What follows belongs to an exercise in optimizing a design on an open flow for small area; a production flow would make more cautious choices. In this exercise RTL edits were held to simulation tests only and were not proved equivalent to the original. The flow treats the clock pin as an ideal source, which a real chip does not have. Power is estimated from default activity; no workload was simulated.

## flow/design.v

```verilog
module uart_fifo #(
    parameter HEAD_AT_COUNT = 0      
) (
    input               rst,
    input               clk,
    input               push,
    input               pop,
    input [7:0]         din,
    output [7:0]        dout,
    output              full,
    output              empty,
    output [3:0]        entry
);
    reg [7:0]   mem [7:0];
    reg [3:0]   count;
    logic       wen;
    logic       ren;
    logic [2:0] ridx;
    assign full  = count[3];
    assign empty = (count == 4'd0);
    assign entry = count;
    assign wen = ~full & push;
    assign ren = ~empty & pop;
    always @(posedge clk) begin
        if (rst) count <= 4'd0;
        else if (wen & ~ren) count <= count + 1'b1;
        else if (ren & ~wen) count <= count - 1'b1;
    end
    integer i;
    always @(posedge clk) begin
        if (wen) begin
            mem[0] <= din;
            for (i = 1; i < 8; i = i + 1) mem[i] <= mem[i-1];
        end
    end
    assign ridx = HEAD_AT_COUNT ? count[2:0] : count[2:0] - 1'b1;
    assign dout = mem[ridx];
endmodule
module uart_baud #(
    parameter SAMPLE = 1
) (
    input           clk,
    input [15:0]    cfg_div,
    input           baud_clear,
    output reg      baud_tick,
    output reg      baud_sample
);
    reg [15:0]      baud_cnt;
    logic           baud_cnt_fire;
    logic [15:0]    div;
    assign div = cfg_div + 1'b1;
    assign baud_cnt_fire = baud_cnt == 16'd0;
    always @(posedge clk) begin
        if (baud_cnt_fire || baud_clear) baud_cnt <= div;
        else baud_cnt <= baud_cnt - 1'b1;
        baud_tick <= baud_cnt_fire;
    end
    generate
        if (SAMPLE) begin: sample_logic
            reg [11:0]  sample_cnt;
            logic       sample_cnt_fire;
            assign sample_cnt_fire = sample_cnt == 12'd0;
            always @(posedge clk) begin
                if (sample_cnt_fire || baud_clear) sample_cnt <= div[15:4];
                else sample_cnt <= sample_cnt - 1'b1;
                baud_sample <= sample_cnt_fire;
            end
        end
        else begin: no_sample_logic
            always @* baud_sample = 1'b0;
        end
    endgenerate
endmodule
module uart_rx (
    input           clk,
    input           rst,
    input [15:0]    cfg_div,
    input           cfg_rxen,
    input           cfg_nstop,
    output logic     rx_valid,
    output reg [7:0] rx_data,
    input           uart_rxd
);
    logic           baud_tick;
    logic           baud_sample;
    logic           cnt_zero;
    logic           cycle_cnt_cmpl;
    logic           uart_rxd_synced;
    reg [1:0]       uart_rxd_sync;
    reg             baud_clear;
    reg [2:0]       cnt;
    localparam IDLE  = 0;
    localparam START = 1;
    localparam DATA  = 2;
    localparam STOP  = 3;
    reg [1:0]       state;
    logic [1:0]     state_next;
    assign cnt_zero = (cnt == 3'd0);
    assign cycle_cnt_cmpl = cnt_zero & baud_tick;
    always @(posedge clk) begin
        if (rst) uart_rxd_sync <= 2'b11;
        else begin
            uart_rxd_sync[0] <= uart_rxd;
            uart_rxd_sync[1] <= uart_rxd_sync[0];
        end
    end
    assign uart_rxd_synced = uart_rxd_sync[1];
    assign rx_valid = (state == IDLE) & ~baud_clear;
    always @(*) begin
        state_next = state;
        case(state)
            IDLE:  if (!uart_rxd_synced & cfg_rxen) state_next = START;
            START: if (cnt_zero) state_next = DATA;
            DATA:  if (cycle_cnt_cmpl) state_next = STOP;
            STOP:  if (cycle_cnt_cmpl) state_next = IDLE;
        endcase
    end
    always @(posedge clk) begin
        if (rst) state <= IDLE;
        else state <= state_next;
    end
    always @(posedge clk) begin
        baud_clear <= (state == IDLE) | ((state == START) & cnt_zero);
        case(state)
            IDLE: begin
                cnt <= 3'd7;
            end
            START: begin
                if (cnt_zero) cnt <= 3'd7;
                else if (baud_sample) cnt <= cnt - 1'b1;
            end
            DATA: begin
                if (baud_tick) rx_data <= {uart_rxd_synced, rx_data[7:1]};
                if (cycle_cnt_cmpl) cnt <= {2'b0, cfg_nstop};
                else if (baud_tick) cnt <= cnt - 1'b1;
            end
            STOP: begin
                if (baud_tick) cnt <= cnt - 1'b1;
            end
        endcase
    end
    uart_baud #(.SAMPLE(1)) u_uart_baud(
        .clk            (clk),
        .cfg_div        (cfg_div),
        .baud_clear     (baud_clear),
        .baud_tick      (baud_tick),
        .baud_sample    (baud_sample)
    );
endmodule
module uart_tx (
    input           clk,
    input           rst,
    input [15:0]    cfg_div,
    input           cfg_txen,
    input           cfg_nstop,
    input           fifo_empty,
    input [7:0]     fifo_head,
    output          fifo_pop,
    output reg      uart_txd
);
    logic           req;
    logic           baud_tick;
    logic           cycle_cnt_cmpl;
    logic           tx_ready;
    reg             baud_clear;
    reg [7:0]       buffer;
    reg [2:0]       cycle_cnt;
    localparam IDLE  = 0;
    localparam START = 1;
    localparam DATA  = 2;
    localparam STOP  = 3;
    reg [1:0]       state;
    logic [1:0]     state_next;
    assign tx_ready = (state == IDLE) & baud_clear;
    assign fifo_pop = ~fifo_empty & tx_ready;
    assign req = fifo_pop & cfg_txen;
    assign cycle_cnt_cmpl = (cycle_cnt == 3'd0) & baud_tick;
    always @(*) begin
        state_next = state;
        case(state)
            IDLE:  if (req) state_next = START;
            START: if (baud_tick) state_next = DATA;
            DATA:  if (cycle_cnt_cmpl) state_next = STOP;
            STOP:  if (cycle_cnt_cmpl) state_next = IDLE;
        endcase
    end
    always @(posedge clk) begin
        if (rst) state <= IDLE;
        else state <= state_next;
    end
    always @(posedge clk) begin
        baud_clear <= (state == IDLE);
        if (baud_tick) cycle_cnt <= cycle_cnt - 1'b1;
        case(state)
            IDLE: begin
                buffer <= fifo_head;
                uart_txd <= 1'b1;
            end
            START: begin
                uart_txd <= 1'b0;
                cycle_cnt <= 3'd7;
            end
            DATA: begin
                uart_txd <= buffer[~cycle_cnt];
                if (cycle_cnt_cmpl) cycle_cnt <= {2'b0, cfg_nstop};
            end
            STOP: begin
                uart_txd <= 1'b1;
            end
        endcase
    end
    uart_baud #(.SAMPLE(0)) u_uart_baud(
        .clk            (clk),
        .cfg_div        (cfg_div),
        .baud_clear     (baud_clear),
        .baud_tick      (baud_tick),
        .baud_sample    ()
    );
endmodule
module avalon_uart (
    input               clk,
    input               rst,
    input               avn_read,
    input               avn_write,
    input [4:0]         avn_address,
    input [31:0]        avn_writedata,
    output reg [31:0]   avn_readdata,
    output              avn_waitrequest,
    output              int_txwm,
    output              int_rxwm,
    output              uart_txd,
    input               uart_rxd
);
    logic           rx_valid;
    logic [7:0]     rx_data;
    logic           txfifo_push;
    logic           txfifo_pop;
    logic [7:0]     txfifo_dout;
    logic           txfifo_full;
    logic           txfifo_empty;
    logic [3:0]     txfifo_entry;
    logic           rxfifo_pop;
    logic [7:0]     rxfifo_dout;
    logic           rxfifo_full;
    logic           rxfifo_empty;
    logic [3:0]     rxfifo_entry;
    reg             txdata_valid;
    reg             txdata_full;
    reg [7:0]       txdata_data;
    reg [2:0]       txctrl_txcnt;
    reg             txctrl_nstop;
    reg             txctrl_txen;
    reg [2:0]       rxctrl_rxcnt;
    reg             rxctrl_rxen;
    reg             ie_rxwm;
    reg             ie_txwm;
    reg             ip_rxwm;
    reg             ip_txwm;
    reg [15:0]      div_div;
    reg [2:0]       rd_sel;
    reg             rd_flag;
    logic           addr_ok;
    logic           txdata_write;
    logic           txctrl_write;
    logic           rxctrl_write;
    logic           ie_write;
    logic           div_write;
    assign addr_ok = (avn_address[1:0] == 2'b00) & (avn_address[4:2] != 3'd7);
    assign txdata_write = avn_write & (avn_address == 5'h00);
    assign txctrl_write = avn_write & (avn_address == 5'h08);
    assign rxctrl_write = avn_write & (avn_address == 5'h0C);
    assign ie_write     = avn_write & (avn_address == 5'h10);
    assign div_write    = avn_write & (avn_address == 5'h18);
    always @(posedge clk) begin
        if (rst) begin
            txdata_data <= 8'b0;
            txctrl_txcnt <= 3'b0;
            txctrl_nstop <= 1'b0;
            txctrl_txen <= 1'b0;
            rxctrl_rxcnt <= 3'b0;
            rxctrl_rxen <= 1'b0;
            ie_rxwm <= 1'b0;
            ie_txwm <= 1'b0;
            div_div <= 16'b0;
        end
        else begin
        if (txdata_write) begin
            txdata_data <= avn_writedata[7:0];
        end
        if (txctrl_write) begin
            txctrl_txcnt <= avn_writedata[18:16];
            txctrl_nstop <= avn_writedata[1];
            txctrl_txen <= avn_writedata[0];
        end
        if (rxctrl_write) begin
            rxctrl_rxcnt <= avn_writedata[18:16];
            rxctrl_rxen <= avn_writedata[0];
        end
        if (ie_write) begin
            ie_rxwm <= avn_writedata[1];
            ie_txwm <= avn_writedata[0];
        end
        if (div_write) begin
            div_div <= avn_writedata[15:0];
        end
        end
    end
    always @(posedge clk) begin
        txdata_full <= txfifo_full;
        ip_rxwm <= (rxfifo_entry > {1'b0, rxctrl_rxcnt}) & ie_rxwm;
        ip_txwm <= (txfifo_entry < {1'b0, txctrl_txcnt}) & ie_txwm;
    end
    always @(posedge clk) begin
        txdata_valid <= txdata_write;
    end
    always @(posedge clk) begin
        if (addr_ok & (avn_address[4:2] == 3'd5)) begin
            rd_sel  <= {1'b1, ip_rxwm, 1'b1};
            rd_flag <= ip_txwm;
        end
        else begin
            rd_sel  <= addr_ok ? avn_address[4:2] : 3'd0;
            rd_flag <= (avn_address == 5'h04) ? rxfifo_empty : txdata_full;
        end
    end
    always @* begin
        avn_readdata = 32'b0;
        case (rd_sel)
        3'd0: begin
            avn_readdata[31] = rd_flag;
            avn_readdata[7:0] = txdata_data;
        end
        3'd1: begin
            avn_readdata[31] = rd_flag;
            avn_readdata[7:0] = rxfifo_dout;
        end
        3'd2: begin
            avn_readdata[18:16] = txctrl_txcnt;
            avn_readdata[1:0] = {txctrl_nstop, txctrl_txen};
        end
        3'd3: begin
            avn_readdata[18:16] = rxctrl_rxcnt;
            avn_readdata[0] = rxctrl_rxen;
        end
        3'd4: avn_readdata[1:0] = {ie_rxwm, ie_txwm};
        3'd6: avn_readdata[15:0] = div_div;
        default: avn_readdata[1:0] = {rd_sel[1], rd_flag};
        endcase
    end
    assign avn_waitrequest = 1'b0;
    assign int_txwm = ip_txwm;
    assign int_rxwm = ip_rxwm;
    assign txfifo_push = txdata_valid;
    assign rxfifo_pop  = (avn_address == 5'h04) & avn_read;
    uart_tx u_uart_tx (
        .clk        (clk),
        .rst        (rst),
        .cfg_div    (div_div),
        .cfg_txen   (txctrl_txen),
        .cfg_nstop  (txctrl_nstop),
        .fifo_empty (txfifo_empty),
        .fifo_head  (txfifo_dout),
        .fifo_pop   (txfifo_pop),
        .uart_txd   (uart_txd)
    );
    uart_rx u_uart_rx (
        .clk        (clk),
        .rst        (rst),
        .cfg_div    (div_div),
        .cfg_rxen   (rxctrl_rxen),
        .cfg_nstop  (txctrl_nstop),
        .rx_valid   (rx_valid),
        .rx_data    (rx_data),
        .uart_rxd   (uart_rxd)
    );
    uart_fifo #(.HEAD_AT_COUNT(0)) u_tx_fifo (
        .rst    (rst),
        .clk    (clk),
        .push   (txfifo_push),
        .pop    (txfifo_pop),
        .din    (txdata_data),
        .dout   (txfifo_dout),
        .full   (txfifo_full),
        .empty  (txfifo_empty),
        .entry  (txfifo_entry)
    );
    uart_fifo #(.HEAD_AT_COUNT(1)) u_rx_fifo (
        .rst    (rst),
        .clk    (clk),
        .push   (rx_valid),
        .pop    (rxfifo_pop),
        .din    (rx_data),
        .dout   (rxfifo_dout),
        .full   (rxfifo_full),
        .empty  (rxfifo_empty),
        .entry  (rxfifo_entry)
    );
endmodule
```

## flow/constraint.sdc

```tcl
create_clock -name core_clock -period 5.0 [get_ports {clk}]
set_input_delay 1.0000 -clock core_clock [delete_from_list [all_inputs] [get_ports {clk}]]
set_output_delay 1.0000 -clock core_clock [all_outputs]
set_load 0.01 [all_outputs]
```

## flow/standard.sh

```bash
#!/bin/bash
# synth_recipe.tcl (not shown) runs the flow's synth.tcl, then flattens the netlist and writes it again
# the make line also repeats each setting of config.mk as NAME=value (left out here)
make -C /OpenROAD-flow-scripts/flow DESIGN_CONFIG=/design/flow/config.mk WORK_HOME=/design/flow/orfs CLKGATE_MAP_FILE= SYNTH_SCRIPT=/design/flow/synth_recipe.tcl "${@:-finish}"
```

## flow/flow/abc_area_map.script

```
strash
dc2
dch -f
amap -F 4 -A 8
topo
```

## flow/config.mk

```make
export PLATFORM = sky130hd
export DESIGN_NAME = avalon_uart
export DESIGN_NICKNAME = avalon_uart
export VERILOG_FILES = /design/flow/design.v
export SDC_FILE = /design/flow/constraint.sdc
export NUM_CORES = 4
export LEC_CHECK = 0
export CAP_MARGIN = 20
export CORE_MARGIN = 2
export CORE_UTILIZATION = 75
export PLACE_DENSITY = 0.85
export SLEW_MARGIN = 20
```

## flow/flow/run.sh

```bash
#!/bin/bash
# The standard ORFS layout with four changes:
# - no hard adder cells before ABC (ADDER_MAP_FILE empty), so ABC maps
#   the counters and comparators with the rest of the logic;
# - ABC maps the logic for area (flow/abc_area_map.script: dc2, dch, amap)
#   instead of ORFS's speed script; registers are mapped before ABC, so
#   they are the standard synthesis's;
# - clock tree synthesis adds no dummy loads and builds clusters of
#   clkbuf_8;
# - ports are buffered with buf_1.
set -euo pipefail
here=$(pwd)
rm -rf "$here/scripts"
cp -r "$FLOW_HOME/scripts" "$here/scripts"
cp "$here/flow/abc_area_map.script" "$here/scripts/abc_area_map.script"
sed -i 's#/abc_speed.script#/abc_area_map.script#' "$here/scripts/synth_preamble.tcl"
grep -q abc_area_map.script "$here/scripts/synth_preamble.tcl"
export SCRIPTS_DIR="$here/scripts"
export ADDER_MAP_FILE=
export CTS_ARGS="-sink_clustering_enable -repair_clock_nets -dont_use_dummy_load -buf_list sky130_fd_sc_hd__clkbuf_8 -sink_clustering_size 16 -sink_clustering_max_diameter 60"
export BUFFER_PORTS_ARGS="-buffer_cell sky130_fd_sc_hd__buf_1"
bash standard.sh > standard.log 2>&1
```

==> results of run 1 <==
==> power groups by stage <==
stage | clock, W | sequential (W) | combinational, W
floorplan | 0 | 0.00246 | 0.000443
global placement | 0 | 0.00247 | 0.000566
detailed placement | 0 | 0.00248 | 0.000605
CTS | 0.000971 | 0.00244 | 0.000614
global route | 0.00105 | 0.00245 | 0.000708
finish | 0.000973 | 0.00244 | 0.000636
==> how the worst min path moves through the flow <==
| stage | startpoint | endpoint |
|---|---|---|
| floorplan | u_tx_fifo.count[3] | txdata_full |
| global placement | u_uart_rx.rx_data[0] | u_rx_fifo.mem[0][0] |
| detailed placement | u_uart_rx.rx_data[0] | u_rx_fifo.mem[0][0] |
| CTS | u_uart_rx.rx_data[3] | u_uart_rx.rx_data[2] |
| global route | u_uart_rx.rx_data[3] | u_rx_fifo.mem[0][3] |
| finish | u_uart_rx.rx_data[3] | u_rx_fifo.mem[0][3] |
==> registers in the layout, indices dropped and copies added (netlist names), 8 cells and up <==
| name | count |
|---|---|
| u_tx_fifo.mem | 64 |
| u_uart_rx.u_uart_baud.baud_cnt | 16 |
| u_uart_tx.buffer | 8 |
| u_uart_tx.u_uart_baud.baud_cnt | 16 |
| div_div | 16 |
| u_rx_fifo.mem | 64 |
| txdata_data | 8 |
| u_uart_rx.u_uart_baud.sample_logic.sample_cnt | 12 |
| u_uart_rx.rx_data | 8 |
==> cell type report <==
type	count	area (µm²)
sequential	257	6620
multi-input combinational	508	2830
fill	714	2040
inverter	112	428
timing repair buffer	67	312
clock buffer	20	275
tap	172	215
timing repair inverter	2	10.0
==> worst max-delay path, delay by kind of cell (launching register included) <==
kind / cells / cell delay (ns)
compound gates: 1 / 0.13
flops: 1 / 0.33
simple gates: 15 / 2.11
buf+inv: 14 / 1.61
==> metal layers <==
layer  track usage, %  share of wire [%]  wire length (µm)
met5                0                  0                 0
met4             12.6                3.7               840
met3             3.47                9.3              2100
met2             52.6                 48             10900
met1             45.1                 39              8740
==> cell usage after synthesis <==
library cell	number
a211oi_1	2
a21o_1	5
a21oi_1	76
a221oi_1	8
a222oi_1	22
a22o_1	1
a22oi_1	37
a31oi_1	5
a32oi_1	3
a41oi_1	3
buf_4	13
clkinv_1	112
conb_1	1
dfxtp_1	110
edfxtp_1	147
nand2_1	39
nand3_1	7
nand4_1	7
nor2_1	117
nor3_1	32
nor4_1	1
o2111a_1	1
o211ai_1	5
o21a_1	2
o21ai_0	56
o221a_1	2
o221ai_1	11
o22a_1	1
o22ai_1	45
o32a_1	1
o32ai_1	1
or2_0	3
or3_1	1
or4_1	1
==> per-stage QoR <==
| step | setup slack (ns) | cells | power [W] | utilization (%) |
|---|---|---|---|---|
| finish | 0.665 | 1138 | 0.00405 | 84.0 |
| global route | 0.0601 | 1138 | 0.00422 | 84.0 |
| CTS | 0.549 | 1136 | 0.00402 | 83.6 |
| detailed placement | 0.600 | 1116 | 0.00309 | 81.4 |
| global placement | 0.831 | 1116 | 0.00304 | 81.4 |
| floorplan | 0.265 | 890 | 0.00290 | - |
==> layout by cell type, fill, tap and decap left out, types with 4 or more instances in the layout <==
| master | netlist | routed |
|---|---|---|
| nor3_2 | 0 | 4 |
| o22ai_1 | 45 | 45 |
| o221ai_1 | 11 | 11 |
| buf_4 | 13 | 16 |
| nor3_1 | 32 | 26 |
| a21oi_1 | 76 | 76 |
| a222oi_1 | 22 | 22 |
| a31oi_1 | 5 | 5 |
| clkbuf_8 | 0 | 20 |
| buf_1 | 0 | 51 |
| nand3_1 | 7 | 7 |
| a221oi_1 | 8 | 8 |
| a21o_1 | 5 | 5 |
| edfxtp_1 | 147 | 147 |
| conb_1 | 1 | 13 |
| nand2_1 | 39 | 39 |
| dfxtp_1 | 110 | 110 |
| o21ai_0 | 56 | 56 |
| nand4_1 | 7 | 7 |
| o211ai_1 | 5 | 5 |
| a22oi_1 | 37 | 37 |
| nor2_1 | 117 | 114 |
| clkinv_1 | 112 | 108 |
==> cells by family (layout without fill, tap and decap cells) <==
family,count (synthesis),count (layout)
compound gates,287,287
simple gates,208,208
buf+inv,125,201
flops,257,257
other cells,1,13
==> what timing repair did <==
action / CTS / global route
setup buffers: 0 / 0
gates resized for setup: 0 / 9
endpoints found under the setup margin: 0 / 32
==> impl_metrics.toml, run 1 <==
[logic_synthesis]
ys_types = 34
synth_xor_area_share_pct = 0
synth_top_area_share_pct = 44.7
syn_inst = 878
synth_fa_ha_area_share_pct = 0
yosysWarningCount = 9
seq_area_frac_synth_pct = 67.1
synthMuxAreaShare_pct = 0
synth_top_family_by_area = "compound AO/OA/AOI/OAI gates"
post-synth-top-area-cell = "edfxtp_1"
netlist_area_um2 = 9870
synth_seq_cells = 257
synth_compound_area_share_pct = 18.9
avgSynthCellArea_um2 = 11.2
synth-simple-area-share_pct = 8.75
synthTopCellsByArea = "edfxtp_1, dfxtp_1, nor2_1"

[power]
power.density_nw_per_um2 = 379
seqPwrFrac_pct = 60.3
p_leak_nw = 3.41
p_int_w = 0.00292
pwr-share-clk_pct = 24.0
ir_worst_vdd_mv = 0.270
p_sw_w = 0.00113
comb_power_share_pct = 15.7
switching_share_pct = 27.8

[job]
cap_violations = 0

[sta]
setup_viol = 0
clock-skew-final_ns = 0.0661
period_share_pct = 86.7
tightest_slew_ns = 0.802
setup_tns_ns = 0
rsz0062_at_grt = "false"
final-max-slew-violation-count = 0
slew_headroom_pct = 46.3
hold_viol_final = 0
hold_slack_ns = 0.390
fmax_ghz = 0.231
timing.final.crit_period_ns = 4.34

[global_route]
first_global_vias = 7136
antenna_found_initial = 0
grt_pass1_wl_mm = 36.1
grtUsageTotal_pct = 32.2
grt_remaining_overflow = 0
grt_max_degree = 67

[final_layout]
n_antenna_cell = 0
drive_above_1_share_pct = 5.28
fin_area_um2 = 10700
areaGrowthSynthToFinish_pct = 8.28
finalNetCount = 1010

[worst_setup_path]
reg2reg_depth = 30
crit_path_end = "u_uart_rx.u_uart_baud.baud_cnt[10]"
worstSetupEndpointType = "flip-flop"
cp_data_arrival_time_ns = 4.71
cpMostUsedCell = "clkinv_1"
crit_type = "flip-flop to flip-flop"
reg2reg_slack_ns = 0.66
required_ns = 5.37
worstPathMaxFanout = 7
slowest_delay_ns = 0.33
reg2reg_from = "u_uart_rx.u_uart_baud.baud_cnt[0]"
critPathLaunch = "u_uart_rx.u_uart_baud.baud_cnt[0]"
r2r_end = "u_uart_rx.u_uart_baud.baud_cnt[10]"
start_kind = "flip-flop"
slowest_stage = "dfxtp_1"

[floorplan]
start_util_pct = 77.6
num_rows = 41
ios = 78
core_um2 = 12700
die_w_um = 119
die_h_um = 119
die_area_um2 = 14100

[drt]
drt-total-wl_mm = 22.6
vias_per_cell = 6.57
drt_iter0_markers = 1145
vias = 7472
firstDrtPassIters = 8
wl_per_cell_um = 19.8
drc = 0
ant_nets = 0

[hold_path]
worstHoldPathType = "flip-flop to flip-flop"
holdPathStages = 0

[clock_network]
cts_tree = "yes"
cts.sinks = 257
clkTransAtPathRegs_ns = 0.10
cts_buffers = 20
h-tree-depth = 1
cts_buffer_depth = 3
cts_root_buffer = "clkbuf_8"
holdBufCountCts = 0
clk-insertion-delay-late_ns = 0.54

[placed_design]
hpwlAfterDp_mm = 15.4
port_buffers = 51
placed_area_um2 = 10400
gp_congestion = 0.925

[status]
status = "timing/DRC/antenna clean"
==> run 2: changes to the inputs <==
==> flow/flow/run.sh (replaced) <==
#!/bin/bash
# The standard ORFS layout with these changes:
# - no hard adder cells before ABC (ADDER_MAP_FILE empty), so ABC maps
#   the counters and comparators with the rest of the logic;
# - ABC maps the logic for area (flow/abc_area_map.script: fraig, dc2,
#   dch, amap) instead of ORFS's speed script; registers are mapped
#   before ABC, so they are the standard synthesis's;
# - clock tree synthesis adds no dummy loads and builds clusters of
#   clkbuf_8, then flow/clock_buffer_sizing.tcl downsizes clock buffers
#   that have slew to spare;
# - ports are buffered with buf_1.
# Each ORFS step keeps its own log under orfs/logs; standard.log has
# make's output.
set -euo pipefail
here=$(pwd)
rm -rf "$here/scripts"
cp -r "$FLOW_HOME/scripts" "$here/scripts"
cp "$here/flow/abc_area_map.script" "$here/scripts/abc_area_map.script"
sed -i 's#/abc_speed.script#/abc_area_map.script#' "$here/scripts/synth_preamble.tcl"
grep -q abc_area_map.script "$here/scripts/synth_preamble.tcl"
sed -i "s#^log_cmd clock_tree_synthesis {\*}\$cts_args\$#&\nsource $here/flow/clock_buffer_sizing.tcl#" "$here/scripts/cts.tcl"
grep -q clock_buffer_sizing.tcl "$here/scripts/cts.tcl"
export SCRIPTS_DIR="$here/scripts"
export ADDER_MAP_FILE=
export CTS_ARGS="-sink_clustering_enable -repair_clock_nets -dont_use_dummy_load -buf_list sky130_fd_sc_hd__clkbuf_8 -sink_clustering_size 16 -sink_clustering_max_diameter 60"
export CLK_BUF_MAX_SLEW=0.100
export BUFFER_PORTS_ARGS="-buffer_cell sky130_fd_sc_hd__buf_1"
bash standard.sh > standard.log 2>&1
==> flow/flow/abc_area_map.script (replaced) <==
strash
&get -n
&fraig -x
&put
dc2
dch -f
amap -F 4 -A 8
topo
==> flow/flow/clock_buffer_sizing.tcl (new file) <==
# Sourced by cts.tcl right after clock_tree_synthesis: give each clock
# buffer the smallest clkbuf size whose loads still see at most
# CLK_BUF_MAX_SLEW ns of slew (placement parasitics), leaf buffers first.
set_propagated_clock [all_clocks]
estimate_parasitics -placement

proc clk_worst_load_slew {net} {
  set w 0
  foreach p [get_pins -of_objects $net -filter "direction == input"] {
    set s [get_property $p slew_max]
    if {$s > $w} { set w $s }
  }
  return $w
}

proc downsize_clock_buffers {target} {
  set sizes {sky130_fd_sc_hd__clkbuf_1 sky130_fd_sc_hd__clkbuf_2 sky130_fd_sc_hd__clkbuf_4
             sky130_fd_sc_hd__clkbuf_8 sky130_fd_sc_hd__clkbuf_16}
  set leaves {}
  set upper {}
  foreach inst [get_cells *] {
    if {[lsearch $sizes [get_property $inst ref_name]] < 0} { continue }
    set out [get_nets -of_objects [get_pins -of_objects $inst -filter "direction == output"]]
    set drives_buf 0
    foreach p [get_pins -of_objects $out -filter "direction == input"] {
      if {[lsearch $sizes [get_property [get_cells -of_objects $p] ref_name]] >= 0} { set drives_buf 1 }
    }
    if {$drives_buf} { lappend upper $inst } else { lappend leaves $inst }
  }
  set n 0
  foreach inst [concat $leaves $upper] {
    set m [get_property $inst ref_name]
    set i [lsearch $sizes $m]
    set out [get_nets -of_objects [get_pins -of_objects $inst -filter "direction == output"]]
    set in [get_nets -of_objects [get_pins -of_objects $inst -filter "direction == input"]]
    for {set j 0} {$j < $i} {incr j} {
      replace_cell $inst [lindex $sizes $j]
      if {[clk_worst_load_slew $out] <= $target && [clk_worst_load_slew $in] <= $target} {
        incr n
        break
      }
      replace_cell $inst $m
    }
  }
  puts "clock_buffer_sizing: downsized $n clock buffers"
}

downsize_clock_buffers $::env(CLK_BUF_MAX_SLEW)
--- a/flow/config.mk
+++ b/flow/config.mk
@@ -7,6 +7,5 @@
 export LEC_CHECK = 0
 export CAP_MARGIN = 20
 export CORE_MARGIN = 2
-export CORE_UTILIZATION = 75
-export PLACE_DENSITY = 0.85
+export CORE_UTILIZATION = 40
 export SLEW_MARGIN = 20
==> run 2 against run 1 <==
Via count shrank 9.2%. Still clean. Clock power rose by 8%. Critical path depth stayed put. Highest routed layer unchanged. Non-clock buffer count rose by 5. Setup slack better by 0.10 ns. Final cell count up 12%. Clock skew is 0.0044 ns lower. Fmax grew 2.4%. Largest power group unchanged.
==> impl_metrics.toml, run 2 <==
[status]
status = "timing/DRC/antenna clean"

[logic_synthesis]
netlist_top_cells_count = "edfxtp_1, dfxtp_1, clkinv_1, nor2_1, a21oi_1"
synth_fa_ha_area_share_pct = 0
synth_xor_area_share_pct = 0.0894
yosysMostFrequentCell = "edfxtp_1"
synth_edf_count = 147
post-synth-top-area-cell = "edfxtp_1"
synth_seq_cells = 257
synthTopCellsByArea = "edfxtp_1, dfxtp_1, a21oi_1"
ys_types = 38
synth_top_area_share_pct = 45.0
netlist_area_um2 = 9800
synth-simple-area-share_pct = 8.78
yosysWarningCount = 9
synth_compound_area_share_pct = 18.8
seq_area_frac_synth_pct = 67.5
synthMuxAreaShare_pct = 0
synth_top_family_by_area = "compound AO/OA/AOI/OAI gates"
synth_flop_cell = "edfxtp_1"
avgSynthCellArea_um2 = 11.5
async_flop_share_pct = 0
syn_inst = 853

[placed_design]
placed_area_um2 = 10500
pre_cts_slack_ns = 0.743
hpwlAfterDp_mm = 14.6
port_buffers = 51
gp_congestion = 0.815
placed_cells = 1248

[drt]
vias_per_cell = 5.33
drc = 0
dr.max_layer_used = "met4"
drt-total-wl_mm = 21.5
firstDrtPassIters = 5
wl_per_cell_um = 16.9
drt_iter0_markers = 679
met3_length_mm = 1.19
vias = 6788
wl_met2_mm = 9.53
drt-met1-wl_mm = 10.3
ant_nets = 0

[clock_network]
cts_buffers = 24
cts.sinks = 257
clkTransAtPathRegs_ns = 0.10
clk-insertion-delay-late_ns = 0.59
post_cts_buffers = 0
holdBufCountCts = 0
cts_tree = "yes"
cts.repair.resized = 0

[worst_setup_path]
cp_data_arrival_time_ns = 4.67
worstPathMaxFanout = 14
crit_type = "flip-flop to flip-flop"
slowest_delay_ns = 0.34
slowest_stage = "dfxtp_1"
start_kind = "flip-flop"
worstSetupEndpointType = "flip-flop"
required_ns = 5.44

[sta]
setup_viol = 0
slew_headroom_pct = 27.7
rsz0062_at_grt = "false"
final-max-slew-violation-count = 0
setup_tns_ns = 0
fin_ws_ns = 0.766
hold_slack_ns = 0.410
timing.final.crit_period_ns = 4.23
period_share_pct = 84.7
tightest_slew_ns = 1.08
clock-skew-final_ns = 0.0617
hold_viol_final = 0
fmax_ghz = 0.236

[final_layout]
areaGrowthSynthToFinish_pct = 10.5
finalNetCount = 992
fillers = 2255
fin_area_um2 = 10800
fin_cells = 1273
reg.largest.list = "u_rx_fifo.mem x64, u_tx_fifo.mem x64"
drive_above_1_share_pct = 5.06
mostFrequentLayoutCells = "edfxtp_1, dfxtp_1, nor2_1, clkinv_1, a21oi_1"
final_common_cell = "edfxtp_1"

[floorplan]
die_h_um = 161
core_um2 = 24200
start_util_pct = 40.5
die_w_um = 161
ios = 78
num_rows = 57
die_area_um2 = 25800

[global_route]
grt_max_degree = 67
first_global_vias = 6186
grt_remaining_overflow = 0
grt_pass1_wl_mm = 33.8
antenna_found_initial = 1
grtUsageTotal_pct = 16.4

[hold_path]
worstHoldPathType = "flip-flop to flip-flop"

[power]
ir_worst_vdd_mv = 0.234
power.density_nw_per_um2 = 453
p_leak_nw = 3.47

[job]
cap_violations = 0
-- run 2: changes by cell type after synthesis, sizes merged, moves of 4 or more --
cell	delta
o22ai	-5
nand2	-5
a222oi	+4
clkinv	-12
o221ai	-4
or3	+6
nor2	-17
a22oi	+4
-- run 2: kinds of logic (layout without fill, tap and decap cells) --
| kind of cell | Yosys count | after routing |
|---|---|---|
| other cells | 1 | 14 |
| xor+xnor | 1 | 1 |
| compound gates | 282 | 282 |
| flops | 257 | 257 |
| buf+inv | 113 | 196 |
| simple gates | 199 | 199 |
-- run 2: final timing paths --
| path | start | to | slack (ns) | cells past startpoint |
|---|---|---|---|---|
| worst max-delay path | u_uart_rx.u_uart_baud.baud_cnt[0] | u_uart_rx.u_uart_baud.baud_cnt[3] | 0.77 | 30 |
| worst min-delay path | u_tx_fifo.count[3] | txdata_full | 0.41 | 0 |
| worst max register to register | u_uart_rx.u_uart_baud.baud_cnt[0] | u_uart_rx.u_uart_baud.baud_cnt[3] | 0.77 | 30 |
| worst min register to register | u_tx_fifo.count[3] | txdata_full | 0.41 | 0 |
-- run 2: power breakdown --
part	total [W]	switching, W	internal [W]
sequential	0.00269	0.000160	0.00252
combinational	0.00118	0.000766	0.000414
clock	0.00105	0.000642	0.000403
total	0.00491	0.00157	0.00334
-- run 2: stage by stage --
stage | util, % | total power (W)
after CTS | 44.8 | 0.00496
final | 44.8 | 0.00491
after global routing | 44.8 | 0.00521
after global placement | 43.5 | 0.00389
after floorplan | - | 0.00354
after detailed placement | 43.5 | 0.00392
-- run 2: routing by layer --
metal	global-route usage [%]	vias up
met4	4.71	0
met5	0	-
met3	2.45	32
met2	25.8	193
met1	23.8	3169
li1	-	3394
-- run 2: cell type report --
class | count | area, µm² | area share (%)
Inverter | 100 | 375 | 3.46
Antenna cell | 1 | 2.50 | 0.0231
Tap cell | 324 | 405 | 3.74
Timing Repair Buffer | 72 | 347 | 3.20
Sequential cell | 257 | 6620 | 61.1
Multi-Input combinational cell | 495 | 2780 | 25.6
Clock buffer | 24 | 312 | 2.88
-- run 2: worst max-delay path, delay by kind of cell, from the launching register on --
family / cells / cell delay (ns)
flip-flops: 1 / 0.34
AND/OR/NAND/NOR: 15 / 2.08
AO/OA/AOI/OAI: 1 / 0.13
buffers and inverters: 14 / 1.53
==> run 3: changes to the inputs <==
--- a/flow/flow/run.sh
+++ b/flow/flow/run.sh
@@ -23,6 +23,6 @@
 export SCRIPTS_DIR="$here/scripts"
 export ADDER_MAP_FILE=
 export CTS_ARGS="-sink_clustering_enable -repair_clock_nets -dont_use_dummy_load -buf_list sky130_fd_sc_hd__clkbuf_8 -sink_clustering_size 16 -sink_clustering_max_diameter 60"
-export CLK_BUF_MAX_SLEW=0.100
+export CLK_BUF_MAX_SLEW=0.0
 export BUFFER_PORTS_ARGS="-buffer_cell sky130_fd_sc_hd__buf_1"
 bash standard.sh > standard.log 2>&1
==> run 3 against run 2 <==
Worst hold slack worse by 0.0017 ns. Flip-flop and latch count stayed put. Clock-buffer cell count did not move. Critical path type unchanged. Global-route usage is essentially flat. Non-clock buffer count unchanged. Fmax grew 0.11%. Sequential share of layout area shrank 0.092 points. Largest power group unchanged. Still clean. Sequential power hardly changed. Utilization is 0.067 points higher.
==> impl_metrics.toml, run 3 <==
[floorplan]
die_w_um = 161
start_util_pct = 40.5
core_um2 = 24200
num_rows = 57
die_area_um2 = 25800
die_h_um = 161
ios = 78

[logic_synthesis]
synth_flop_cell = "edfxtp_1"
seq_area_frac_synth_pct = 67.5
post-synth-top-area-cell = "edfxtp_1"
yosysMostFrequentCell = "edfxtp_1"
avgSynthCellArea_um2 = 11.5
ys_types = 38
async_flop_share_pct = 0
synth_top_area_share_pct = 45.0
synth_seq_cells = 257
synthTopCellsByArea = "edfxtp_1, dfxtp_1, a21oi_1"
syn_inst = 853
synth_edf_count = 147
yosysWarningCount = 9
netlist_area_um2 = 9800
netlist_top_cells_count = "edfxtp_1, dfxtp_1, clkinv_1, nor2_1, a21oi_1"

[global_route]
first_global_vias = 6175
grtUsageTotal_pct = 16.4
grt_max_degree = 67
grt_pass1_wl_mm = 33.8
antenna_found_initial = 0
grt_remaining_overflow = 0

[final_layout]
reg.largest.list = "u_rx_fifo.mem x64, u_tx_fifo.mem x64"
fin_cells = 1272
drive_above_1_share_pct = 5.06
mostFrequentLayoutCells = "edfxtp_1, dfxtp_1, nor2_1, clkinv_1, a21oi_1"
finalNetCount = 992
n_antenna_cell = 0
areaGrowthSynthToFinish_pct = 10.7
final_common_cell = "edfxtp_1"

[clock_network]
cts_buffers = 24
cts.sinks = 257
cts.repair.resized = 0
post_cts_buffers = 0
cts_tree = "yes"
clkTransAtPathRegs_ns = 0.10
clk-insertion-delay-late_ns = 0.56
holdBufCountCts = 0

[power]
power.density_nw_per_um2 = 455
ir_worst_vdd_mv = 0.234
p_leak_nw = 3.47

[sta]
timing.final.crit_period_ns = 4.23
rsz0062_at_grt = "false"
fmax_ghz = 0.236
clock-skew-final_ns = 0.0621
slew_headroom_pct = 25.0
hold_viol_final = 0
setup_viol = 0
final-max-slew-violation-count = 0
fin_ws_ns = 0.770
tightest_slew_ns = 1.12
period_share_pct = 84.6
setup_tns_ns = 0

[worst_setup_path]
reg2reg_slack_ns = 0.77
worstSetupEndpointType = "flip-flop"
worstPathMaxFanout = 14
slowest_delay_ns = 0.34
start_kind = "flip-flop"
crit_type = "flip-flop to flip-flop"
required_ns = 5.41
slowest_stage = "dfxtp_1"
cp_data_arrival_time_ns = 4.64

[status]
status = "timing/DRC/antenna clean"

[placed_design]
gp_congestion = 0.815
port_buffers = 51
hpwlAfterDp_mm = 14.6
pre_cts_slack_ns = 0.743
placed_cells = 1248

[drt]
drt-total-wl_mm = 21.5
drt_iter0_markers = 601
vias = 6790
wl_per_cell_um = 16.9
vias_per_cell = 5.34
drc = 0
firstDrtPassIters = 7
ant_nets = 0

[job]
cap_violations = 0

[hold_path]
worstHoldPathType = "flip-flop to flip-flop"
==> run 3: power breakdown <==
group	internal, W	switching, W	total (W)
logic	0.000414	0.000767	0.00118
registers	0.00252	0.000160	0.00269
clock network	0.000428	0.000645	0.00107
total	0.00337	0.00157	0.00494
==> run 3: logic make-up after synthesis <==
family,share of synthesized area (%)
AO/OA/AOI/OAI,18.8
XOR/XNOR,0.0894
buffers and inverters,4.83
flip-flops,67.5
other,0.0383
AND/OR/NAND/NOR,8.78
==> run 3: layout make-up <==
class	instances	area (µm²)
well taps	324	405
inverters	100	375
repair buffers	72	347
fillers	2255	13300
multi-input cells	495	2780
flip-flops and latches	257	6620
clock buffers	24	330
==> run 3: per-stage QoR <==
stage | utilization, % | total power [W] | hold WS, ns | instance area [µm²]
4_1_cts | 44.9 | 0.00498 | 0.407 | 10800
2_1_floorplan | - | 0.00354 | 0.362 | 9860
3_3_place_gp | 43.5 | 0.00389 | 0.387 | 10500
3_5_place_dp | 43.5 | 0.00392 | 0.382 | 10500
6_report | 44.9 | 0.00494 | 0.408 | 10900
5_1_grt | 44.9 | 0.00524 | 0.419 | 10900
==> run 3: path summary, 6_finish.rpt <==
path / startpoint / endpoint / cells past startpoint
min reg2reg: u_tx_fifo.count[3] / txdata_full / 0
max: u_uart_rx.u_uart_baud.baud_cnt[0] / u_uart_rx.u_uart_baud.baud_cnt[3] / 30
min: u_tx_fifo.count[3] / txdata_full / 0
max reg2reg: u_uart_rx.u_uart_baud.baud_cnt[0] / u_uart_rx.u_uart_baud.baud_cnt[3] / 30
==> run 3: metal layers <==
metal	vias up	GRT usage, %	wire length, µm
met1	3184	23.8	10300
li1	3385	-	-
met4	0	4.67	509
met2	188	25.8	9520
met3	33	2.45	1130
met5	-	0	0
==> run 3: critical path: cells and delay by family, from the launching register on <==
kind,cells,cell delay (ns)
buffers and inverters,14,1.53
and+or+nand+nor,15,2.07
DFF,1,0.34
AOI/OAI and AO/OA,1,0.13
==> run 4: changes to the inputs <==
--- a/flow/design.v
+++ b/flow/design.v
@@ -45,24 +45,30 @@
     output reg      baud_tick,
     output reg      baud_sample
 );
-    reg [15:0]      baud_cnt;
+    localparam [15:0] MASK16 = 16'hAAAA;
+    localparam [11:0] MASK12 = 12'hAAA;
+    reg [15:0]      baud_cnt_q;
+    logic [15:0]    baud_cnt;
     logic           baud_cnt_fire;
     logic [15:0]    div;
+    assign baud_cnt = baud_cnt_q ^ MASK16;
     assign div = cfg_div + 1'b1;
     assign baud_cnt_fire = baud_cnt == 16'd0;
     always @(posedge clk) begin
-        if (baud_cnt_fire || baud_clear) baud_cnt <= div;
-        else baud_cnt <= baud_cnt - 1'b1;
+        if (baud_cnt_fire || baud_clear) baud_cnt_q <= div ^ MASK16;
+        else baud_cnt_q <= (baud_cnt - 1'b1) ^ MASK16;
         baud_tick <= baud_cnt_fire;
     end
     generate
         if (SAMPLE) begin: sample_logic
-            reg [11:0]  sample_cnt;
+            reg [11:0]  sample_cnt_q;
+            logic [11:0] sample_cnt;
             logic       sample_cnt_fire;
+            assign sample_cnt = sample_cnt_q ^ MASK12;
             assign sample_cnt_fire = sample_cnt == 12'd0;
             always @(posedge clk) begin
-                if (sample_cnt_fire || baud_clear) sample_cnt <= div[15:4];
-                else sample_cnt <= sample_cnt - 1'b1;
+                if (sample_cnt_fire || baud_clear) sample_cnt_q <= div[15:4] ^ MASK12;
+                else sample_cnt_q <= (sample_cnt - 1'b1) ^ MASK12;
                 baud_sample <= sample_cnt_fire;
             end
         end
@@ -256,7 +262,8 @@
     reg             ie_txwm;
     reg             ip_rxwm;
     reg             ip_txwm;
-    reg [15:0]      div_div;
+    reg [15:0]      div_q;           
+    logic [15:0]    div_div;
     reg [2:0]       rd_sel;
     reg             rd_flag;
     logic           addr_ok;
@@ -265,6 +272,8 @@
     logic           rxctrl_write;
     logic           ie_write;
     logic           div_write;
+    localparam [15:0] DIV_MASK = 16'hFFFF;
+    assign div_div = div_q ^ DIV_MASK;
     assign addr_ok = (avn_address[1:0] == 2'b00) & (avn_address[4:2] != 3'd7);
     assign txdata_write = avn_write & (avn_address == 5'h00);
     assign txctrl_write = avn_write & (avn_address == 5'h08);
@@ -281,7 +290,7 @@
             rxctrl_rxen <= 1'b0;
             ie_rxwm <= 1'b0;
             ie_txwm <= 1'b0;
-            div_div <= 16'b0;
+            div_q <= DIV_MASK;
         end
         else begin
         if (txdata_write) begin
@@ -301,7 +310,7 @@
             ie_txwm <= avn_writedata[0];
         end
         if (div_write) begin
-            div_div <= avn_writedata[15:0];
+            div_q <= avn_writedata[15:0] ^ DIV_MASK;
         end
         end
     end
--- a/flow/flow/run.sh
+++ b/flow/flow/run.sh
@@ -22,7 +22,8 @@
 grep -q clock_buffer_sizing.tcl "$here/scripts/cts.tcl"
 export SCRIPTS_DIR="$here/scripts"
 export ADDER_MAP_FILE=
+export GPL_KEEP_OVERFLOW=0
 export CTS_ARGS="-sink_clustering_enable -repair_clock_nets -dont_use_dummy_load -buf_list sky130_fd_sc_hd__clkbuf_8 -sink_clustering_size 16 -sink_clustering_max_diameter 60"
-export CLK_BUF_MAX_SLEW=0.0
+export CLK_BUF_MAX_SLEW=0.100
 export BUFFER_PORTS_ARGS="-buffer_cell sky130_fd_sc_hd__buf_1"
 bash standard.sh > standard.log 2>&1
==> run 4 against run 3 <==
Design area down 0.72%. Non-clock buffer count down 14. Die area down 0.49%. Utilization down 0.19 points.
==> impl_metrics.toml, run 4 <==
[power]
seqPwrFrac_pct = 56.5
p_int_w = 0.00321
p_sw_w = 0.00146
power.density_nw_per_um2 = 434
switching_share_pct = 31.3
pwr-share-clk_pct = 21.2
p_leak_nw = 3.38
comb_power_share_pct = 22.3
ir_worst_vdd_mv = 0.239

[clock_network]
clk-insertion-delay-late_ns = 0.58
clkTransAtPathRegs_ns = 0.10
post_cts_buffers = 0
cts_tree = "yes"
cts.sinks = 257
cts.repair.resized = 0
cts_buffers = 22
holdBufCountCts = 0

[logic_synthesis]
synth_top_area_share_pct = 45.3
netlist_top_cells_count = "edfxtp_1, dfxtp_1, nor2_1"
synthTopCellsByArea = "edfxtp_1, dfxtp_1, a22oi_1"
synth_flop_cell = "edfxtp_1"
syn_inst = 820
async_flop_share_pct = 0
yosysWarningCount = 9
avgSynthCellArea_um2 = 11.9
synth_seq_cells = 257
post-synth-top-area-cell = "edfxtp_1"
seq_area_frac_synth_pct = 67.8
yosysMostFrequentCell = "edfxtp_1"
netlist_area_um2 = 9750
ys_types = 35
synth_edf_count = 147

[worst_setup_path]
cp_data_arrival_time_ns = 3.21
slowest_stage = "nor3_2"
crit_type = "flip-flop to output port"
worstPathMaxFanout = 9
required_ns = 4.00
crit_family = "simple AND/OR/NAND/NOR gates"
start_kind = "flip-flop"
slowest_delay_ns = 0.70
crit_chain = "clkinv_1 -> nor3_2 -> a222oi_1 -> nand2_1 -> a221oi_1 -> o221ai_1 -> buf_1"
worstSetupEndpointType = "output port"
crit_buf_inv = 2

[drt]
drc = 0
ant_nets = 0
firstDrtPassIters = 7
drt_iter0_markers = 706
wl_per_cell_um = 18.0
drt-total-wl_mm = 22.0
vias = 6858
vias_per_cell = 5.60

[placed_design]
placed_cells = 1201
hpwlAfterDp_mm = 15.4
pre_cts_slack_ns = 1.10
port_buffers = 51
gp_congestion = 0.825

[floorplan]
num_rows = 57
die_w_um = 160
die_area_um2 = 25600
core_um2 = 24100
start_util_pct = 40.5
die_h_um = 160
ios = 78

[global_route]
grt_max_degree = 46
grt_pass1_wl_mm = 34.7
grt_remaining_overflow = 0
grtUsageTotal_pct = 17.0
first_global_vias = 6399
antenna_found_initial = 1

[sta]
tightest_slew_ns = 1.09
timing.final.crit_period_ns = 4.21
fmax_ghz = 0.238
clock-skew-final_ns = 0.0487
setup_viol = 0
period_share_pct = 84.2
slew_headroom_pct = 27.0
final-max-slew-violation-count = 0
fin_ws_ns = 0.792
rsz0062_at_grt = "false"
hold_viol_final = 0

[job]
cap_violations = 0

[final_layout]
finalNetCount = 943
mostFrequentLayoutCells = "edfxtp_1, dfxtp_1, nor2_1, clkinv_1, o21ai_0"
final_common_cell = "edfxtp_1"
fin_cells = 1224
fillers = 2277
reg.largest.list = "u_rx_fifo.mem x64, u_tx_fifo.mem x64"
areaGrowthSynthToFinish_pct = 10.5
drive_above_1_share_pct = 5.45

[status]
status = "timing/DRC/antenna clean"

[hold_path]
worstHoldPathType = "flip-flop to flip-flop"
[run 4: path summary, 6_finish.rpt]
kind	from	end	slack [ns]	cells past startpoint
setup / recovery	u_rx_fifo.count[1]	avn_readdata[1]	0.79	7
hold / removal	u_uart_rx.uart_rxd_sync[0]	u_uart_rx.uart_rxd_sync[1]	0.43	1
setup reg to reg	div_q[0]	u_uart_rx.u_uart_baud.baud_cnt_q[15]	1.38	24
hold reg to reg	u_uart_rx.uart_rxd_sync[0]	u_uart_rx.uart_rxd_sync[1]	0.43	1
[run 4: per-layer routing]
metal	part of all wire, %	track usage, %
met5	0	0
met2	45	26.5
met1	48	25.2
met3	5.7	2.26
met4	1.7	4.22
[run 4: cell type report]
class / count / area [µm²] / share of cell area (%)
Inverter: 87 / 328 / 3.04
Tap cell: 324 / 405 / 3.76
Multi-Input combinational cell: 475 / 2850 / 26.5
Antenna cell: 1 / 2.50 / 0.0232
Sequential cell: 257 / 6620 / 61.4
Timing Repair Buffer: 58 / 295 / 2.74
Clock buffer: 22 / 275 / 2.56
[run 4: worst reg2reg max path: stages (launching register included)]
cell	delay (ns)
dfxtp_1	0.35
nor2_1	0.16
clkinv_1	0.09
nor2_1	0.14
clkinv_1	0.11
nor2_1	0.13
clkinv_1	0.10
nor2_1	0.13
clkinv_1	0.09
nor2_1	0.13
clkinv_1	0.09
nor2_1	0.12
clkinv_1	0.09
nor2_1	0.14
clkinv_1	0.10
nor2_1	0.14
clkinv_1	0.12
nor2_1	0.14
nand2_1	0.10
nor2_1	0.16
nand2_1	0.10
nor2_1	0.17
nand2_1	0.10
o21ai_0	0.37
o32a_1	0.20
[run 4: kinds of logic after synthesis]
logic type | synth area share, %
other | 0.0385
AO/OA/AOI/OAI | 19.0
flip-flops | 67.8
AND/OR/NAND/NOR | 8.63
XOR/XNOR | 0.0898
buffers and inverters | 4.35
[run 4: through the flow]
stage | total power (W) | area [µm²] | hold WS, ns | util (%) | TNS [ns]
floorplan | 0.00338 | 9800 | 0.362 | - | 0
global placement | 0.00366 | 10300 | 0.394 | 42.7 | -4.20
detailed placement | 0.00372 | 10500 | 0.399 | 43.5 | 0
CTS | 0.00471 | 10800 | 0.431 | 44.6 | 0
global route | 0.00494 | 10800 | 0.445 | 44.7 | 0
finish | 0.00467 | 10800 | 0.427 | 44.7 | 0
[run 4: power by group through the flow]
| stage | sequential (W) | clock, W | combinational, W |
|---|---|---|---|
| floorplan | 0.00264 | 0 | 0.000741 |
| global placement | 0.00268 | 0 | 0.000978 |
| detailed placement | 0.00268 | 0 | 0.00104 |
| CTS | 0.00264 | 0.00103 | 0.00104 |
| global route | 0.00267 | 0.00110 | 0.00117 |
| finish | 0.00264 | 0.000990 | 0.00104 |
==> run 5: changes to the inputs <==
--- a/flow/flow/run.sh
+++ b/flow/flow/run.sh
@@ -22,7 +22,6 @@
 grep -q clock_buffer_sizing.tcl "$here/scripts/cts.tcl"
 export SCRIPTS_DIR="$here/scripts"
 export ADDER_MAP_FILE=
-export GPL_KEEP_OVERFLOW=0
 export CTS_ARGS="-sink_clustering_enable -repair_clock_nets -dont_use_dummy_load -buf_list sky130_fd_sc_hd__clkbuf_8 -sink_clustering_size 16 -sink_clustering_max_diameter 60"
 export CLK_BUF_MAX_SLEW=0.100
 export BUFFER_PORTS_ARGS="-buffer_cell sky130_fd_sc_hd__buf_1"
==> run 5 against run 4 <==
Fmax rose by 13%. Non-clock buffer count rose by 14. Setup slack improved by 0.49 ns. Final cell count rose by 1.2%. Flip-flop and latch count did not move. Via count fell by 0.34%. Critical endpoint unchanged. Largest cell class unchanged. Highest routed layer unchanged.
==> impl_metrics.toml, run 5 <==
[global_route]
first_global_vias = 6455
antenna_found_initial = 2
grt_remaining_overflow = 0
grt_max_degree = 66
grtUsageTotal_pct = 17.2
grt_pass1_wl_mm = 35.1

[floorplan]
core_um2 = 24100
num_rows = 57
ios = 78
start_util_pct = 40.5
die_w_um = 160
die_h_um = 160
die_area_um2 = 25600

[worst_setup_path]
reg2reg_depth = 24
reg2reg_slack_ns = 1.37
start_kind = "flip-flop"
reg2reg_from = "div_q[0]"
required_ns = 4.00
worstSetupEndpointType = "output port"
cp_data_arrival_time_ns = 2.71
worstPathMaxFanout = 10
crit_type = "flip-flop to output port"
r2r_end = "u_uart_rx.u_uart_baud.sample_logic.sample_cnt_q[11]"

[power]
ir_worst_vdd_mv = 0.308
power.density_nw_per_um2 = 435
comb_power_share_pct = 22.3
p_int_w = 0.00323
p_sw_w = 0.00145
switching_share_pct = 30.9
p_leak_nw = 3.43
pwr-share-clk_pct = 21.3
seqPwrFrac_pct = 56.4

[placed_design]
placed_area_um2 = 10500
gp_congestion = 0.829
port_buffers = 51
hpwlAfterDp_mm = 15.2

[sta]
final-max-slew-violation-count = 0
setup_viol = 0
timing.final.crit_period_ns = 3.71
clock-skew-final_ns = 0.0724
period_share_pct = 74.3
fmax_ghz = 0.269
slew_headroom_pct = 27.1
tightest_slew_ns = 1.09
rsz0062_at_grt = "false"
setup_tns_ns = 0
hold_viol_final = 0

[logic_synthesis]
post-synth-top-area-cell = "edfxtp_1"
seq_area_frac_synth_pct = 67.8
ys_types = 35
synthTopCellsByArea = "edfxtp_1, dfxtp_1, a22oi_1"
syn_inst = 820
avgSynthCellArea_um2 = 11.9
yosysWarningCount = 9
synth_edf_count = 147
synth_flop_cell = "edfxtp_1"
netlist_area_um2 = 9750
synth_top_area_share_pct = 45.3
yosysMostFrequentCell = "edfxtp_1"
synth_seq_cells = 257
netlist_top_cells_count = "edfxtp_1, dfxtp_1, nor2_1"
async_flop_share_pct = 0

[final_layout]
finalNetCount = 957
final_common_cell = "edfxtp_1"
areaGrowthSynthToFinish_pct = 10.4
fin_area_um2 = 10800
fillers = 2313
mostFrequentLayoutCells = "edfxtp_1, dfxtp_1, nor2_1, clkinv_1"
drive_above_1_share_pct = 5.26
reg.largest.list = "u_rx_fifo.mem x64, u_tx_fifo.mem x64"

[drt]
vias = 6835
firstDrtPassIters = 7
drt-total-wl_mm = 22.0
wl_per_cell_um = 17.7
drc = 0
ant_nets = 0
drt_iter0_markers = 701
vias_per_cell = 5.52

[clock_network]
cts_tree = "yes"
clkTransAtPathRegs_ns = 0.09
post_cts_buffers = 0
clk-insertion-delay-late_ns = 0.58
cts_buffers = 22
cts.sinks = 257
holdBufCountCts = 0
cts.repair.resized = 0

[job]
cap_violations = 0

[hold_path]
hp-start = "u_uart_rx.uart_rxd_sync[0]"
holdPathStages = 1
worstHoldPathType = "flip-flop to flip-flop"
hold_end = "u_uart_rx.uart_rxd_sync[1]"

[status]
status = "timing/DRC/antenna clean"
run 5: cell counts after synthesis:
No cell type changed its count.
run 5: through the flow:
| step | setup WS [ns] | hold slack [ns] | cells | util [%] | power, W |
|---|---|---|---|---|---|
| floorplan | 0.306 | 0.362 | 832 | - | 0.00338 |
| global placement | 1.13 | 0.395 | 1214 | 43.4 | 0.00371 |
| detailed placement | 1.11 | 0.397 | 1214 | 43.4 | 0.00373 |
| CTS | 1.06 | 0.421 | 1236 | 44.6 | 0.00472 |
| global route | 0.851 | 0.456 | 1239 | 44.7 | 0.00497 |
| finish | 1.29 | 0.418 | 1239 | 44.7 | 0.00468 |
run 5: worst max path at each step:
stage / start / endpoint / slack [ns] / cells after the start
final: u_rx_fifo.count[0] / avn_readdata[1] / 1.29 / 8
after global routing: div_q[0] / u_uart_tx.u_uart_baud.baud_cnt_q[15] / 0.85 / 24
after CTS: u_uart_tx.u_uart_baud.baud_cnt_q[0] / u_uart_tx.u_uart_baud.baud_cnt_q[15] / 1.06 / 18
after detailed placement: u_uart_tx.u_uart_baud.baud_cnt_q[0] / u_uart_tx.u_uart_baud.baud_cnt_q[15] / 1.11 / 18
after global placement: u_uart_tx.u_uart_baud.baud_cnt_q[0] / u_uart_tx.u_uart_baud.baud_cnt_q[15] / 1.13 / 18
after floorplan: u_uart_rx.state[0] / u_rx_fifo.count[2] / 0.31 / 9
run 5: layout make-up:
cell class | count | area [µm²] | share of cell area (%)
multi-input cells | 475 | 2780 | 25.8
inverters | 87 | 327 | 3.03
diodes | 2 | 5.00 | 0.0465
repair buffers | 72 | 347 | 3.22
clock buffers | 22 | 284 | 2.64
well taps | 324 | 405 | 3.77
flip-flops and latches | 257 | 6620 | 61.5
run 5: logic make-up after synthesis:
logic type | synth area share (%)
AO/OA/AOI/OAI | 19.0
flip-flops | 67.8
AND/OR/NAND/NOR | 8.63
buffers and inverters | 4.35
XOR/XNOR | 0.0898
other | 0.0385
run 5: power by group through the flow:
stage	Sequential [W]	Clock, W	Combinational [W]
after global placement	0.00268	0	0.00103
after CTS	0.00264	0.00104	0.00104
after floorplan	0.00264	0	0.000741
after global routing	0.00266	0.00113	0.00118
final	0.00264	0.000997	0.00104
after detailed placement	0.00268	0	0.00104
run 5: worst max-delay path: stages (launching register included):
cell and delay [ns]:
dfxtp_1 0.42, clkinv_1 0.17, nor3_1 0.07, buf_4 0.18, a222oi_1 0.35, nand2_1 0.10
a221oi_1 0.44, o221ai_1 0.26, buf_1 0.19
run 5: layer usage:
layer / part of all wire [%] / vias up / wire length (µm) / GRT usage, %
met5: 0 / - / 0 / 0
met4: 1.9 / 0 / 413 / 4.01
met3: 6.7 / 27 / 1460 / 3.04
met2: 45 / 221 / 9780 / 26.4
met1: 47 / 3254 / 10300 / 25.4
li1: - / 3333 / - / -
==> run 6: changes to the inputs <==
--- a/flow/flow/run.sh
+++ b/flow/flow/run.sh
@@ -22,6 +22,7 @@
 grep -q clock_buffer_sizing.tcl "$here/scripts/cts.tcl"
 export SCRIPTS_DIR="$here/scripts"
 export ADDER_MAP_FILE=
+export GLOBAL_PLACEMENT_ARGS="-timing_driven_net_reweight_overflow 60"
 export CTS_ARGS="-sink_clustering_enable -repair_clock_nets -dont_use_dummy_load -buf_list sky130_fd_sc_hd__clkbuf_8 -sink_clustering_size 16 -sink_clustering_max_diameter 60"
 export CLK_BUF_MAX_SLEW=0.100
 export BUFFER_PORTS_ARGS="-buffer_cell sky130_fd_sc_hd__buf_1"
==> run 6 against run 5 <==
Flip-flop and latch count unchanged. Fmax down 11%. Power up 0.35%. Highest routed layer unchanged.
==> impl_metrics.toml, run 6 <==
[logic_synthesis]
synth_top_area_share_pct = 45.3
synth-simple-area-share_pct = 8.63
async_flop_share_pct = 0
ys_types = 35
yosysWarningCount = 9
synthTopCellsByArea = "edfxtp_1, dfxtp_1, a22oi_1"
synthMuxAreaShare_pct = 0
avgSynthCellArea_um2 = 11.9
synth_fa_ha_area_share_pct = 0
post-synth-top-area-cell = "edfxtp_1"
seq_area_frac_synth_pct = 67.8
synth_xor_area_share_pct = 0.0898
synth_edf_count = 147
synth_flop_cell = "edfxtp_1"
synth_compound_area_share_pct = 19.0
yosysMostFrequentCell = "edfxtp_1"
synth_seq_cells = 257
netlist_top_cells_count = "edfxtp_1, dfxtp_1, nor2_1"
syn_inst = 820
synth_top_family_by_area = "compound AO/OA/AOI/OAI gates"
netlist_area_um2 = 9750

[worst_setup_path]
crit_type = "flip-flop to output port"
worstSetupEndpointType = "output port"
start_kind = "flip-flop"
required_ns = 4.00
cp_data_arrival_time_ns = 3.16
worstPathMaxFanout = 9

[drt]
wl_per_cell_um = 18.0
vias = 6846
ant_nets = 0
drt-total-wl_mm = 22.0
vias_per_cell = 5.58
firstDrtPassIters = 5
drc = 0
drt_iter0_markers = 665

[final_layout]
drive_above_1_share_pct = 5.44
final_common_cell = "edfxtp_1"
mostFrequentLayoutCells = "edfxtp_1, dfxtp_1, nor2_1, clkinv_1, o21ai_0"
finalNetCount = 944
fin_cells = 1226
fin_area_um2 = 10800
reg.largest.list = "u_rx_fifo.mem x64, u_tx_fifo.mem x64"
areaGrowthSynthToFinish_pct = 10.6

[sta]
hold_viol_final = 0
setup_tns_ns = 0
slew_headroom_pct = 31.3
timing.final.crit_period_ns = 4.16
rsz0062_at_grt = "false"
fin_ws_ns = 0.836
setup_viol = 0
tightest_slew_ns = 1.02
clock-skew-final_ns = 0.106
period_share_pct = 83.3
fmax_ghz = 0.240
final-max-slew-violation-count = 0

[placed_design]
placed_area_um2 = 10500
placed_cells = 1202
port_buffers = 51
pre_cts_slack_ns = 1.03
gp_congestion = 0.843
hpwlAfterDp_mm = 15.4

[floorplan]
num_rows = 57
die_area_um2 = 25600
ios = 78
die_h_um = 160
core_um2 = 24100
die_w_um = 160
start_util_pct = 40.5

[clock_network]
clkTransAtPathRegs_ns = 0.10
cts_tree = "yes"
cts.repair.resized = 0
holdBufCountCts = 0
clk-insertion-delay-late_ns = 0.58
post_cts_buffers = 0
cts_buffers = 22
cts.sinks = 257

[global_route]
grt_remaining_overflow = 0
grt_max_degree = 37
antenna_found_initial = 2
first_global_vias = 6299
grt_pass1_wl_mm = 34.5
grtUsageTotal_pct = 16.9

[status]
status = "timing/DRC/antenna clean"

[hold_path]
worstHoldPathType = "flip-flop to flip-flop"

[power]
power.density_nw_per_um2 = 435
p_leak_nw = 3.38
ir_worst_vdd_mv = 0.244

[job]
cap_violations = 0
## run 6: changes by cell type in the layout (fill, tap and decap cells not counted), sizes merged
cell,delta
clkinv,+1
inv,-1
buf,-13
## run 6: kinds of logic after synthesis
family                 count (synthesis)
AND/OR/NAND/NOR                      198
other                                  1
flip-flops                           257
buffers and inverters                100
AO/OA/AOI/OAI                        263
XOR/XNOR                               1
## run 6: worst paths after layout
path	start	to	slack, ns	cells after the start
setup / recovery	u_rx_fifo.count[1]	avn_readdata[1]	0.84	7
hold reg to reg	u_tx_fifo.count[3]	txdata_full	0.32	0
hold / removal	u_tx_fifo.count[3]	txdata_full	0.32	0
setup reg to reg	div_q[0]	u_uart_rx.u_uart_baud.baud_cnt_q[15]	1.20	24
## run 6: layout make-up
| cell class | count | area [µm²] |
|---|---|---|
| Timing Repair Buffer | 59 | 295 |
| Antenna cell | 2 | 5.00 |
| Inverter | 87 | 328 |
| Sequential cell | 257 | 6620 |
| Clock buffer | 22 | 287 |
| Fill cell | 2302 | 13300 |
| Multi-Input combinational cell | 475 | 2850 |
| Tap cell | 324 | 405 |
## run 6: report_power, final
part           switching (W)  leakage (nW)  internal [W]  total (W)
clock               0.000634         0.150      0.000372    0.00101
sequential          0.000148          2.23       0.00249    0.00264
combinational       0.000687          1.00      0.000361    0.00105
total                0.00147          3.38       0.00323    0.00469
## run 6: worst max-delay path, cell delays in order, from the launching register on
cell      delay (ns)
dfxtp_1         0.57
clkinv_1        0.35
nor3_2          0.71
a222oi_1        0.24
nand2_1         0.12
a221oi_1        0.09
o221ai_1        0.34
buf_1           0.19
## run 6: per-stage QoR
step	hold WS, ns	util (%)	power [W]
2_1_floorplan	0.362	-	0.00338
3_3_place_gp	0.395	42.7	0.00367
3_5_place_dp	0.400	43.4	0.00372
4_1_cts	0.314	44.6	0.00472
5_1_grt	0.337	44.7	0.00497
6_report	0.319	44.7	0.00469
## run 6: metal layers
layer	routed length, µm	vias to the layer above	track usage, %
met4	456	0	4.83
met3	1360	37	2.44
li1	-	3305	-
met1	10500	3282	25.3
met2	9730	222	25.8
met5	0	-	0
==> run 7: changes to the inputs <==
--- a/flow/flow/run.sh
+++ b/flow/flow/run.sh
@@ -22,8 +22,7 @@
 grep -q clock_buffer_sizing.tcl "$here/scripts/cts.tcl"
 export SCRIPTS_DIR="$here/scripts"
 export ADDER_MAP_FILE=
-export GLOBAL_PLACEMENT_ARGS="-timing_driven_net_reweight_overflow 60"
-export CTS_ARGS="-sink_clustering_enable -repair_clock_nets -dont_use_dummy_load -buf_list sky130_fd_sc_hd__clkbuf_8 -sink_clustering_size 16 -sink_clustering_max_diameter 60"
+export CTS_ARGS="-sink_clustering_enable -repair_clock_nets -dont_use_dummy_load -buf_list sky130_fd_sc_hd__clkbuf_8 -sink_clustering_size 18 -sink_clustering_max_diameter 70"
 export CLK_BUF_MAX_SLEW=0.100
 export BUFFER_PORTS_ARGS="-buffer_cell sky130_fd_sc_hd__buf_1"
 bash standard.sh > standard.log 2>&1
==> run 7 against run 6 <==
Critical endpoint unchanged. Critical path depth up 1. Worst hold slack gained 0.094 ns. First-iteration DRC count is 1.4% higher. Power fell by 1.5%. Fmax increased by 13%. Setup slack better by 0.48 ns. Final cell count grew 0.73%. Clock power shrank 6%.
==> impl_metrics.toml, run 7 <==
[status]
status = "timing/DRC/antenna clean"

[job]
cap_violations = 0

[sta]
slew_headroom_pct = 28.7
clock-skew-final_ns = 0.0523
tightest_slew_ns = 1.06
period_share_pct = 73.6
hold_viol_final = 0
final-max-slew-violation-count = 0
hold_slack_ns = 0.413
rsz0062_at_grt = "false"
fmax_ghz = 0.272
setup_tns_ns = 0
setup_viol = 0
timing.final.crit_period_ns = 3.68

[logic_synthesis]
syn_inst = 820
synth_edf_count = 147
netlist_area_um2 = 9750
synth_top_area_share_pct = 45.3
seq_area_frac_synth_pct = 67.8
synth_seq_cells = 257
netlist_top_cells_count = "edfxtp_1, dfxtp_1, nor2_1"
post-synth-top-area-cell = "edfxtp_1"
yosysMostFrequentCell = "edfxtp_1"
synth_flop_cell = "edfxtp_1"
avgSynthCellArea_um2 = 11.9
synthTopCellsByArea = "edfxtp_1, dfxtp_1, a22oi_1"

[drt]
firstDrtPassIters = 7
drt_iter0_markers = 674
ant_nets = 0
drt-total-wl_mm = 22.1
vias_per_cell = 5.51
wl_per_cell_um = 17.9
drc = 0

[worst_setup_path]
start_kind = "flip-flop"
crit_family = "compound AO/OA/AOI/OAI gates"
required_ns = 4.00
reg2reg_from = "div_q[0]"
crit_type = "flip-flop to output port"
cp_data_arrival_time_ns = 2.68
reg2reg_depth = 24
slowest_delay_ns = 0.42
crit_buf_inv = 3
worstSetupEndpointType = "output port"
slowest_stage = "dfxtp_1"
reg2reg_slack_ns = 1.39

[power]
power.density_nw_per_um2 = 431
p_leak_nw = 3.40

[hold_path]
hp-start = "u_uart_rx.uart_rxd_sync[0]"
hold_end = "u_uart_rx.uart_rxd_sync[1]"
worstHoldPathType = "flip-flop to flip-flop"

[clock_network]
post_cts_buffers = 0
cts.sinks = 257
holdBufCountCts = 0
cts_buffers = 18
cts_tree = "yes"
clkTransAtPathRegs_ns = 0.09

[global_route]
first_global_vias = 6394
grt_remaining_overflow = 0
grt_pass1_wl_mm = 35.1

[final_layout]
finalNetCount = 953
mostFrequentLayoutCells = "edfxtp_1, dfxtp_1, nor2_1, clkinv_1"
areaGrowthSynthToFinish_pct = 9.89
drive_above_1_share_pct = 4.73
final_common_cell = "edfxtp_1"

[floorplan]
die_h_um = 160
start_util_pct = 40.5
core_um2 = 24100
die_area_um2 = 25600
ios = 78

[placed_design]
port_buffers = 51
gp_congestion = 0.829
-- run 7: worst max path at each step --
stage | startpoint | depth (start not counted) | slack [ns] | end
floorplan | u_uart_rx.state[0] | 9 | 0.31 | u_rx_fifo.count[2]
global placement | u_uart_tx.u_uart_baud.baud_cnt_q[0] | 18 | 1.13 | u_uart_tx.u_uart_baud.baud_cnt_q[15]
detailed placement | u_uart_tx.u_uart_baud.baud_cnt_q[0] | 18 | 1.11 | u_uart_tx.u_uart_baud.baud_cnt_q[15]
CTS | u_uart_tx.u_uart_baud.baud_cnt_q[0] | 18 | 1.10 | u_uart_tx.u_uart_baud.baud_cnt_q[15]
global route | div_q[0] | 24 | 0.84 | u_uart_rx.u_uart_baud.baud_cnt_q[15]
finish | u_rx_fifo.count[0] | 8 | 1.32 | avn_readdata[1]
-- run 7: layer usage --
metal / wire, µm / GRT usage (%)
met5: 0 / 0
met4: 315 / 3.85
met3: 1420 / 3.09
met2: 9950 / 26.6
met1: 10400 / 25.3
-- run 7: power breakdown --
part / switching, W / internal [W] / total [W]
clock network: 0.000626 / 0.000318 / 0.000945
registers: 0.000141 / 0.00250 / 0.00264
logic: 0.000676 / 0.000365 / 0.00104
total: 0.00144 / 0.00318 / 0.00462
-- run 7: per-stage QoR --
stage / util [%] / instance area, µm² / cells
finish: 44.5 / 10700 / 1235
global route: 44.5 / 10700 / 1235
CTS: 44.4 / 10700 / 1232
detailed placement: 43.4 / 10500 / 1214
global placement: 43.4 / 10500 / 1214
floorplan: - / 9800 / 832
-- run 7: final cells by class --
class	count	area, µm²
antenna	2	5.00
tap	324	405
multi-input combinational	475	2780
clock buffer	18	241
fill	2326	13400
timing repair buffer	72	347
sequential	257	6620
inverter	87	327
-- run 7: cell families (layout without fill, tap and decap cells) --
logic type      Yosys count  after routing  share of synthesized area (%)
simple gates            198            198                           8.63
other cells               1             15                         0.0385
buf+inv                 100            177                           4.35
flops                   257            257                           67.8
xor+xnor                  1              1                         0.0898
compound gates          263            263                           19.0

Setup slack of run 7, layout unchanged: 1.319 ns with ideal ports, 1.275 ns with driving cells assumed (clock clkbuf_16, inputs buf_2), 1.393 ns with port delays also shifted by the 0.583 ns mid clock arrival.
